Background: an optimization exercise with open tools, aiming at small area. Do not read the settings as production practice. Function was checked by simulation only, so behaviour that the tests miss may differ from the original. No driver is modelled on the clock port, so clock power and skew are understated where the tree is cut down; a real chip needs a root buffer or a tree. No activity file was given, so power comes from the tool's default toggle rates.

==> exp/delta <==
==> flow/design.v <==
module motor_controle (
    input  logic clk,
    input  logic rst,
    input  logic sensor,
    output logic led_red, led_green,
    output logic pino_buzzer,
    output logic pino_in1,
    output logic pino_in2,
    output logic pino_in3,
    output logic pino_in4,
    output logic seg_a,
    output logic seg_b,
    output logic seg_c,
    output logic seg_d,
    output logic seg_e,
    output logic seg_f,
    output logic seg_g
);
    logic [11:0] deb;
    logic sensor_filtrado, sensor_antigo_filtrado;
    wire deb_sat = deb[0] & ~deb[1] & deb[2] & deb[4] & ~deb[5] & deb[6] & ~deb[7] & deb[8] & ~deb[9] & deb[10] & ~deb[11];
    wire deb_hold = deb[0] & ~deb[1] & deb[2] & deb[4] & ~deb[5] & deb[6] & ~deb[7] & deb[8] & ~deb[9] & deb[10];
    wire deb_fb = deb_hold ? 1'b1 : ~(deb[11] ^ (deb[3] | ~deb[6]));
    wire deb_clr = rst | (sensor ^ sensor_filtrado);
    always_ff @(posedge clk) begin
        deb <= deb_clr ? 12'b100010010010 : {~deb[10:0], deb_fb};
        if (rst) sensor_filtrado <= 1'b0;
        else if (deb_sat) sensor_filtrado <= sensor;
        sensor_antigo_filtrado <= sensor_filtrado;
    end
    wire pulso_limpo = sensor_filtrado & ~sensor_antigo_filtrado;
    logic [5:0] a;        
    logic tom_onda;
    wire a_end = a[0] & ~a[2] & ~a[3] & a[5];
    always_ff @(posedge clk) begin
        a <= (rst | a_end) ? 6'b011100 : {~a[4:0], a[0] ^ a[5]};
        tom_onda <= ~rst & (tom_onda ^ a_end);
    end
    logic [9:0] b;        
    logic pulso_onda;
    wire b_end = b[0] & b[1] & b[2] & b[4] & b[5] & b[6] & b[7] & b[8];
    wire b_en = a_end & tom_onda;
    always_ff @(posedge clk) begin
        if (rst | (b_en & b_end)) b <= 10'b1111110110;
        else if (b_en) b <= {b[8:0], ~(b[2] ^ b[9])};
        pulso_onda <= ~rst & (pulso_onda ^ (b_en & b_end));
    end
    logic [2:0] st;
    localparam logic [2:0] ST_0 = 3'd0, ST_1 = 3'd1, ST_2 = 3'd2, ST_3 = 3'd3,
                           ST_4 = 3'd4, ST_5 = 3'd5, ST_M = 3'd6;
    wire motor = (st == ST_M);
    logic motor_end;
    logic [2:0] st_next;
    always_comb begin
        case (st)
            ST_0: st_next = pulso_limpo ? ST_1 : ST_0;
            ST_1: st_next = pulso_limpo ? ST_2 : ST_1;
            ST_2: st_next = pulso_limpo ? ST_3 : ST_2;
            ST_3: st_next = pulso_limpo ? ST_4 : ST_3;
            ST_4: st_next = pulso_limpo ? ST_5 : ST_4;
            ST_5: st_next = ST_M;
            ST_M: st_next = motor_end ? ST_0 : ST_M;
            default: st_next = ST_0;
        endcase
    end
    always_ff @(posedge clk) begin
        if (rst) st <= ST_0;
        else st <= st_next;
    end
    logic [7:0] c;
    logic [2:0] idx;
    wire c_end = c[0] & c[1] & c[2] & c[4] & c[5] & c[7];
    always_ff @(posedge clk) begin
        c <= (~motor | c_end) ? 8'b00001011 : {~c[6:0], c[2] ^ c[7]};
        if (~motor) idx <= 3'd0;
        else if (c_end) idx <= idx + 3'd1;
    end
    logic [10:0] u;
    wire u_end = u[0] & u[2] & ~u[3] & ~u[5] & ~u[6] & ~u[7] & ~u[9] & ~u[10];
    always_ff @(posedge clk) begin
        if (~motor) u <= 11'b10001011100;
        else if (c_end & (idx == 3'd7)) u <= {u[9:0], ~(u[0] ^ u[10])};
    end
    assign motor_end = u_end;
    logic [3:0] passo_atual;
    always_comb begin
        case (idx)
            3'd0: passo_atual = 4'b1000;
            3'd1: passo_atual = 4'b1100;
            3'd2: passo_atual = 4'b0100;
            3'd3: passo_atual = 4'b0110;
            3'd4: passo_atual = 4'b0010;
            3'd5: passo_atual = 4'b0011;
            3'd6: passo_atual = 4'b0001;
            default: passo_atual = 4'b1001;
        endcase
    end
    assign led_red = motor;
    assign led_green = ~motor;
    assign pino_buzzer = tom_onda & pulso_onda & motor;
    assign {pino_in1, pino_in2, pino_in3, pino_in4} = motor ? passo_atual : 4'b0000;
    logic [6:0] seg_vetor;
    always_comb begin
        case (st)
            ST_0: seg_vetor = 7'b1000000;
            ST_1: seg_vetor = 7'b1111001;
            ST_2: seg_vetor = 7'b0100100;
            ST_3: seg_vetor = 7'b0110000;
            ST_4: seg_vetor = 7'b0011001;
            default: seg_vetor = 7'b0010010;
        endcase
    end
    assign {seg_g, seg_f, seg_e, seg_d, seg_c, seg_b, seg_a} = seg_vetor;
endmodule
==> flow/flow/run.sh <==
#!/bin/bash
set -euo pipefail
here=$(pwd)
cat flow/abc_head.tcl synth_recipe.tcl > my_synth.tcl
export FLOW_ABC_SCRIPT=$here/flow/area.abc
ports="-buffer_cell sky130_fd_sc_hd__buf_1"
cts="-sink_clustering_enable -repair_clock_nets -dont_use_dummy_load -buf_list sky130_fd_sc_hd__clkbuf_4"
export BUFFER_PORTS_ARGS="$ports" CTS_ARGS="$cts"
bash standard.sh "SYNTH_SCRIPT=$here/my_synth.tcl" "ADDER_MAP_FILE=" \
  "BUFFER_PORTS_ARGS=$ports" "CTS_ARGS=$cts" finish > standard.log 2>&1
==> flow/flow/abc_head.tcl <==
# Map the logic with an area-oriented ABC script ($::env(FLOW_ABC_SCRIPT)) in place of
# ORFS's speed script; everything else is the standard synthesis.
proc abc {args} {
  set i [lsearch -exact $args -script]
  if {$i >= 0} { lset args [expr {$i + 1}] $::env(FLOW_ABC_SCRIPT) }
  yosys abc {*}$args
}
==> flow/flow/area.abc <==
&get -n
&deepsyn -T 20
&put
dch -f
amap
==> flow/standard.sh <==
#!/bin/bash
# synth_recipe.tcl (not shown) runs the flow's synth.tcl, then flattens the netlist and writes it again
# the make line also repeats each setting of config.mk as NAME=value (left out here)
make -C /OpenROAD-flow-scripts/flow DESIGN_CONFIG=/design/flow/config.mk WORK_HOME=/design/flow/orfs CLKGATE_MAP_FILE= SYNTH_SCRIPT=/design/flow/synth_recipe.tcl "${@:-finish}"
==> flow/config.mk <==
export PLATFORM = sky130hd
export DESIGN_NAME = motor_controle
export DESIGN_NICKNAME = motor_controle
export VERILOG_FILES = /design/flow/design.v
export SDC_FILE = /design/flow/constraint.sdc
export NUM_CORES = 4
export LEC_CHECK = 0
export CAP_MARGIN = 20
export CORE_MARGIN = 2
export CORE_UTILIZATION = 60
export SLEW_MARGIN = 20
==> flow/constraint.sdc <==
create_clock -name core_clock -period 10.0 [get_ports {clk}]
set_input_delay 2.0000 -clock core_clock [delete_from_list [all_inputs] [get_ports {clk}]]
set_output_delay 2.0000 -clock core_clock [all_outputs]
set_load 0.01 [all_outputs]
==> exp/cedar (differences from exp/delta) <==
--- a/flow/design.v
+++ b/flow/design.v
@@ -39,14 +39,15 @@
     logic [9:0] b;        
     logic pulso_onda;
-    wire b_end = b[0] & b[1] & b[2] & b[4] & b[5] & b[6] & b[7] & b[8];
+    wire b_end = ~b[0] & ~b[1] & ~b[2] & ~b[3] & ~b[4] & ~b[5] & b[6] & ~b[7] & ~b[8] & ~b[9];
     wire b_en = a_end & tom_onda;
+    wire b_adv = b_en & ~b_end & ~rst;
+    wire b_hold = ~b_en & ~rst;
     always_ff @(posedge clk) begin
-        if (rst | (b_en & b_end)) b <= 10'b1111110110;
-        else if (b_en) b <= {b[8:0], ~(b[2] ^ b[9])};
+        b <= ({10{b_adv}} & {b[8:0], ~(b[2] ^ b[9])}) | ({10{b_hold}} & b);
         pulso_onda <= ~rst & (pulso_onda ^ (b_en & b_end));
     end
     logic [2:0] st;
     localparam logic [2:0] ST_0 = 3'd0, ST_1 = 3'd1, ST_2 = 3'd2, ST_3 = 3'd3,
-                           ST_4 = 3'd4, ST_5 = 3'd5, ST_M = 3'd6;
+                           ST_4 = 3'd5, ST_5 = 3'd7, ST_M = 3'd4;
     wire motor = (st == ST_M);
     logic motor_end;
@@ -77,8 +78,10 @@
     end
     logic [10:0] u;
-    wire u_end = u[0] & u[2] & ~u[3] & ~u[5] & ~u[6] & ~u[7] & ~u[9] & ~u[10];
+    wire u_end = u[0] & u[1] & ~u[2] & u[3] & u[4] & ~u[5] & ~u[8] & ~u[10];
+    wire u_step = c_end & (idx == 3'd7);
+    wire u_adv = motor & u_step;
+    wire u_hold = motor & ~u_step;
     always_ff @(posedge clk) begin
-        if (~motor) u <= 11'b10001011100;
-        else if (c_end & (idx == 3'd7)) u <= {u[9:0], ~(u[0] ^ u[10])};
+        u <= ({11{u_adv}} & {u[9:0], ~(u[1] ^ u[10])}) | ({11{u_hold}} & u);
     end
     assign motor_end = u_end;
--- a/flow/flow/run.sh
+++ b/flow/flow/run.sh
@@ -7,4 +7,5 @@
 cts="-sink_clustering_enable -repair_clock_nets -dont_use_dummy_load -buf_list sky130_fd_sc_hd__clkbuf_4"
 export BUFFER_PORTS_ARGS="$ports" CTS_ARGS="$cts"
+export POST_CTS_TCL=$here/flow/clock_buffers.tcl CLOCK_BUFFERS=2 CLOCK_BUFFER_CELL=sky130_fd_sc_hd__buf_12
 bash standard.sh "SYNTH_SCRIPT=$here/my_synth.tcl" "ADDER_MAP_FILE=" \
-  "BUFFER_PORTS_ARGS=$ports" "CTS_ARGS=$cts" finish > standard.log 2>&1
+  "MIN_BUF_CELL_AND_PORTS=sky130_fd_sc_hd__buf_1 A X" "BUFFER_PORTS_ARGS=$ports" "CTS_ARGS=$cts" "POST_CTS_TCL=$POST_CTS_TCL" finish > standard.log 2>&1
==> flow/flow/area.abc (replaced) <==
&get -n
&st
&dch -f
&nf -R 1000 -p -C 32 -F 8 -A 8
&put
==> flow/flow/clock_buffers.tcl (new file) <==
set block [ord::get_db_block]
set clkbuf_master [[ord::get_db] findMaster $::env(CLOCK_BUFFER_CELL)]
set clk_net [$block findNet clk]
set sinks {}
set old_insts {}
set old_nets {}
# walk the tree from the clock port
set todo [list $clk_net]
while {[llength $todo] > 0} {
  set net [lindex $todo 0]
  set todo [lrange $todo 1 end]
  foreach it [$net getITerms] {
    set inst [$it getInst]
    if {![$it isInputSignal] && [$it getIoType] ne "INPUT"} { continue }
    set m [[$inst getMaster] getName]
    if {[string match "sky130_fd_sc_hd__clkbuf_*" $m] || [string match "sky130_fd_sc_hd__clkinv*" $m] || [string match "sky130_fd_sc_hd__buf_*" $m]} {
      if {[string match "sky130_fd_sc_hd__clkinv*" $m]} { error "unexpected clock inverter [$inst getName]" }
      lappend old_insts $inst
      foreach ot [$inst getITerms] {
        if {[$ot isOutputSignal]} {
          set on [$ot getNet]
          if {$on ne "NULL"} { lappend todo $on; lappend old_nets $on }
        }
      }
    } else {
      lappend sinks $it
    }
  }
}
puts "clock buffers: [llength $sinks] sinks, removing [llength $old_insts] buffers"
# split the sinks into K groups of equal size by position (balanced k-means), one buffer
# per group
set K $::env(CLOCK_BUFFERS)
set pts {}
foreach it $sinks {
  set b [[$it getInst] getBBox]
  lappend pts [list [expr {([$b xMin] + [$b xMax]) / 2.0}] [expr {([$b yMin] + [$b yMax]) / 2.0}]]
}
set n [llength $sinks]
set cents {}
for {set k 0} {$k < $K} {incr k} {
  set p [lindex [lsort -real -index 0 $pts] [expr {int(($k + 0.5) * $n / $K)}]]
  lappend cents $p
}
for {set iter 0} {$iter < 30} {incr iter} {
  # balanced assignment: closest (sink, group) pairs first, at most ceil(n/K) sinks a group
  set cap [expr {($n + $K - 1) / $K}]
  set pairs {}
  set i 0
  foreach p $pts {
    for {set k 0} {$k < $K} {incr k} {
      set c [lindex $cents $k]
      lappend pairs [list [expr {pow([lindex $p 0] - [lindex $c 0], 2) + pow([lindex $p 1] - [lindex $c 1], 2)}] $i $k]
    }
    incr i
  }
  set assign [lrepeat $n -1]
  set fill [lrepeat $K 0]
  foreach pr [lsort -real -index 0 $pairs] {
    lassign $pr d i k
    if {[lindex $assign $i] < 0 && [lindex $fill $k] < $cap} {
      lset assign $i $k
      lset fill $k [expr {[lindex $fill $k] + 1}]
    }
  }
  set nc {}
  for {set k 0} {$k < $K} {incr k} {
    set sx 0; set sy 0; set m 0
    foreach p $pts a $assign { if {$a == $k} { set sx [expr {$sx + [lindex $p 0]}]; set sy [expr {$sy + [lindex $p 1]}]; incr m } }
    if {$m > 0} { lappend nc [list [expr {$sx / $m}] [expr {$sy / $m}]] } else { lappend nc [lindex $cents $k] }
  }
  set cents $nc
}
foreach it $sinks { $it disconnect }
foreach inst $old_insts { odb::dbInst_destroy $inst }
foreach net $old_nets { odb::dbNet_destroy $net }
for {set k 0} {$k < $K} {incr k} {
  set buf [odb::dbInst_create $block $clkbuf_master "clkbuf_grp_$k"]
  set out_net [odb::dbNet_create $block "clknet_grp_$k"]
  $out_net setSigType CLOCK
  foreach it [$buf getITerms] {
    set mt [$it getMTerm]
    if {[$mt getName] eq "A"} { $it connect $clk_net }
    if {[$mt getName] eq "X"} { $it connect $out_net }
  }
  set m 0
  foreach it $sinks a $assign { if {$a == $k} { $it connect $out_net; incr m } }
  set c [lindex $cents $k]
  $buf setLocation [expr {int([lindex $c 0])}] [expr {int([lindex $c 1])}]
  $buf setPlacementStatus PLACED
  puts "clock buffer $k: $m sinks"
}
detailed_placement
check_placement -verbose
estimate_parasitics -placement
report_clock_skew
report_check_types -max_slew -max_capacitance
CAP_MARGIN = 0   (was 20)
GPL_TIMING_DRIVEN = 0   (was not set)
SLEW_MARGIN = 0   (was 20)
==> comparison table <==
| quantity | exp/cedar | exp/delta |
|---|---|---|
| Final Cell Area | 0.002004 sq mm | 0.002064 sq mm |
| Sequential share of cell area | 0.5693 | 0.5527 |
| End point of the critical path | pino_buzzer | pino_in1 |
| Critical path's largest stage delay | 0.45 ns | 0.70 ns |
| Fraction of layout cells with a size suffix above 1 | 0.01515 | 0.03879 |
| Result of the run | timing/DRC/antenna clean | timing/DRC/antenna clean |
| Proportion of cell area occupied by multi-input gates | 0.3564 | 0.3079 |
| Static Leakage | 0.7235 nW | 0.7172 nW |
| Post-synthesis compound-gate area fraction | 0.1402 | 0.1536 |
| Global-route track usage on met1 | 0.2312 | 0.2575 |
| Mean cell area of the mapped netlist | 10.32 sq um | 9.083 sq um |
| Worst setup slack for register-to-register paths | 7.88 ns | 7.50 ns |
| Critical path buffers and inverters | 2 | 4 |
| Fillcell total | 252 | 265 |
| Arrival @ worst endpoint | 1.60 ns | 2.75 ns |
| Met3 routed WL | 94 um | 182 um |
| Synthesized instance count | 180 | 208 |
| Core ar. | 0.003003 sq mm | 0.003028 sq mm |
| Number of nets produced by synthesis | 183 | 211 |
| Largest vdd supply drop | 160.9 uV | 129.1 uV |
| Final routed wirelength across all metal layers | 2886 um | 3247 um |
| Later-pin clock latency in the skew report | 0.13 ns | 0.37 ns |
| Via count of the first global-routing pass | 1,100 | 1,324 |
| Flop pwr share | 0.724 | 0.673 |
| Initial core utilization | 0.6183 | 0.6240 |
| Synth Area in XOR/XNOR | 0.02830 | 0 |
In exp/cedar the design's own scripts or RTL, not TritonCTS, make the clock network.

==> port drivers added, routing unchanged <==
The results above use ideal ports. As a check the final layouts listed here were re-extracted and re-timed, cells and wires unchanged.
Step 1, drivers: a clkbuf_16 drives clk and a buf_2 each remaining input, both assumed.
Step 2 times the ports against the registers' clock, not the clock port: input delays grow and output delays shrink by t, the midpoint of the rising clock arrivals with the driver on.
Three values: ideal, step 1, step 2; two values: the first two.
| run | shift t [ns] | slack for setup (ns) | hold WS [ns] | worst register clock-pin slew, ns | worst slew at a driven data input, ns |
|---|---|---|---|---|---|
| exp/delta | 0.383 | 5.247 / 5.225 / 5.608 | 0.359 / 0.359 / 0.359 | 0.09 / 0.09 | 0.03 |
| exp/cedar | 0.178 | 6.404 / 6.357 / 6.535 | 0.379 / 0.379 / 0.379 | 0.10 / 0.10 | 0.03 |
After both steps setup and hold are still met in every run listed.
